From an optimization exercise on the open Yosys and OpenROAD flow, aimed at small area; shortcuts taken in it are not production practice. Function was checked by simulation only, so behaviour that the tests miss may differ from the original. Power is estimated from default activity; no workload was simulated.

Setup of build 35:
## write
module write(input  wire         clock,
             input  wire         resetn,
             input  wire [ 63:0] m_dst_addr,
             input  wire [ 31:0] m_input_index,
             output wire [ 31:0] m_output_value,
             output reg          m_ready_out,
             input  wire         m_valid_in,
             output reg          m_valid_out,
             input  wire         m_ready_in,
             input  wire [511:0] dst_readdata,
             input  wire         dst_readdatavalid,
             input  wire         dst_waitrequest,
             output wire [ 31:0] dst_address,
             output wire         dst_read,
             output wire         dst_write,
             input  wire         dst_writeack,
             output wire [511:0] dst_writedata,
             output wire [ 63:0] dst_byteenable,
             output wire [  4:0] dst_burstcount);
  reg        wr;       
  reg        pre1;     
  reg        gap;      
  reg        ack;      
  reg        fin;      
  reg [31:0] cycle;
  reg [27:0] j;        
  reg [23:0] nb;       
  reg        z8;       
  reg [ 3:0] lc;       
  reg [ 9:0] addr_lo;
  reg [21:0] addr_hi;
  wire [3:0] w      = j[3:0];
  ...
For scale: roughly 9500 um2 of cells after synthesis.
Settings: LEC_CHECK=0, CAP_MARGIN=20, CORE_AREA=5 5 535 75, DIE_AREA=0 0 540 80, GPL_TIMING_DRIVEN=0, PLACE_DENSITY=0.7, SLEW_MARGIN=20; clock period 4.0 ns.
standard.sh (not shown) runs the stock make flow with config.mk's settings and CLKGATE_MAP_FILE= SYNTH_SCRIPT=/design/flow/synth_recipe.tcl, a recipe that flattens the netlist after the stock synthesis.
==> flow/flow/run.sh <==
#!/bin/bash
# The standard layout (standard.sh) with three choices changed:
#  - ports are buffered with the smallest buffer (buf_1);
#  - each constant is driven by one tie cell instead of one tie cell per load;
#  - the clock tree uses clkbuf_8 without dummy loads.
# make's full output goes to standard.log in this folder; each ORFS step also
# keeps its own log under orfs/logs.
set -euo pipefail
export BUFFER_PORTS_ARGS="-buffer_cell sky130_fd_sc_hd__buf_1"
export SKIP_REPAIR_TIE_FANOUT=1
export CTS_ARGS="-sink_clustering_enable -repair_clock_nets -dont_use_dummy_load -buf_list sky130_fd_sc_hd__clkbuf_8 -sink_clustering_size 40 -sink_clustering_max_diameter 150"
bash standard.sh > standard.log 2>&1
Input changes introduced in build 28 (baseline for comparison: build 35):
# build 35
export LEC_CHECK = 0
export CAP_MARGIN = 20
export CORE_AREA = 5 5 535 75
export DIE_AREA = 0 0 540 80
export GPL_TIMING_DRIVEN = 0
export PLACE_DENSITY = 0.7
export SLEW_MARGIN = 20
create_clock -name core_clock -period 4.0 [get_ports {clock}]
# build 28
export LEC_CHECK = 0
export CAP_MARGIN = 20
export CORE_AREA = 5 5 455 455
export DIE_AREA = 0 0 460 460
export PLACE_DENSITY = 0.7
export SLEW_MARGIN = 20
create_clock -name core_clock -period 4.0 [get_ports {clock}]
==> flow/flow/run.sh <==
#!/bin/bash
# The standard layout (standard.sh), with two placement choices changed:
# ports are buffered with the smallest buffer, and each constant is driven by
# a single tie cell instead of one tie cell per load.
set -euo pipefail
export BUFFER_PORTS_ARGS="-buffer_cell sky130_fd_sc_hd__buf_1"
export SKIP_REPAIR_TIE_FANOUT=1
export CTS_ARGS="-sink_clustering_enable -repair_clock_nets -dont_use_dummy_load -buf_list sky130_fd_sc_hd__clkbuf_8 -sink_clustering_size 40 -sink_clustering_max_diameter 150"
bash standard.sh > standard.log 2>&1
Findings:
The final layout from build 35, which completed every stage, passed the timing, design-rule and antenna checks at the end of the flow. Build 28 finished end to end and its layout was clean on timing, DRC and antenna. Higher power goes to build 35 over build 28. On power in sequential cells, build 35 and build 28 are neck and neck. Compared with build 35, buffer count excluding the clock tree in the final layout in build 28 decreased by more than a quarter. [build 28] top fanout value on the critical path fell 8 relative to build 35.
The following lists how build 56 was set up differently from build 28:
# build 28
export LEC_CHECK = 0
export CAP_MARGIN = 20
export CORE_AREA = 5 5 455 455
export DIE_AREA = 0 0 460 460
export PLACE_DENSITY = 0.7
export SLEW_MARGIN = 20
create_clock -name core_clock -period 4.0 [get_ports {clock}]
# build 56
export LEC_CHECK = 0
export CAP_MARGIN = 20
export CORE_AREA = 5 5 535 75
export DIE_AREA = 0 0 540 80
export PLACE_DENSITY = 0.7
export SLEW_MARGIN = 20
create_clock -name core_clock -period 4.0 [get_ports {clock}]
==> flow/flow/run.sh <==
#!/bin/bash
# The standard layout (standard.sh) with three choices changed:
#  - ports are buffered with the smallest buffer (buf_1);
#  - each constant is driven by one tie cell instead of one tie cell per load;
#  - the clock tree uses clkbuf_8 without dummy loads.
# make's full output goes to standard.log in this folder; each ORFS step also
# keeps its own log under orfs/logs.
set -euo pipefail
export BUFFER_PORTS_ARGS="-buffer_cell sky130_fd_sc_hd__buf_1"
export SKIP_REPAIR_TIE_FANOUT=1
export CTS_ARGS="-sink_clustering_enable -repair_clock_nets -dont_use_dummy_load -buf_list sky130_fd_sc_hd__clkbuf_8 -sink_clustering_size 40 -sink_clustering_max_diameter 150"
bash standard.sh > standard.log 2>&1
Findings:
Density: build 56 denser than build 28
Build 56 ends up with lower die footprint than build 28 does.
Power of build 56 falls short of that of build 28 slightly.
Build 56 against build 28: area of the core down 82%; routed wire length shrank by 23%; global-route usage rose 11 points.
Worst slew margin relative to its limit sits lower in build 56 than in build 28.
Build 56 ends up with a share of power burned in combinational logic that is 1.3 points lower than in build 28.
Met3 global-route usage: build 56 > build 28
Against build 28, build 56 comes in 0.33 ns lower on register-to-register slack.

[re-timing with driven ports]
In the flow no input, the clock included, has a driving cell. The finished layouts below were timed again as built, in two steps.
Step 1 (the two cells are an assumption about what drives the block):
set clk [get_ports {clock}]
set_driving_cell -lib_cell sky130_fd_sc_hd__clkbuf_16 $clk
set_driving_cell -lib_cell sky130_fd_sc_hd__buf_2 [delete_from_list [all_inputs] $clk]
Step 2 moves the port delays by t, midway between the first and last clock arrival at a register: inputs arrive t later, outputs are due t later. That takes back most of the time a late clock gives input paths.
Three values: ideal, step 1, step 2; two values: the first two.
run | shift t [ns] | slack for setup (ns) | slew at the worst register clock pin (ns)
build 35 | 0.472 | 0.156 / 0.156 / -0.123 | 0.10 / 0.10
build 28 | 0.501 | 0.534 / 0.476 / 0.575 | 0.09 / 0.09
build 56 | 0.484 | 0.579 / 0.553 / 0.113 | 0.10 / 0.10
With both steps, setup timing fails in build 35, where it was met with ideal ports. The setup slack of build 56, which loses most, moves by -0.026 ns with the drivers and by -0.466 ns with both steps.
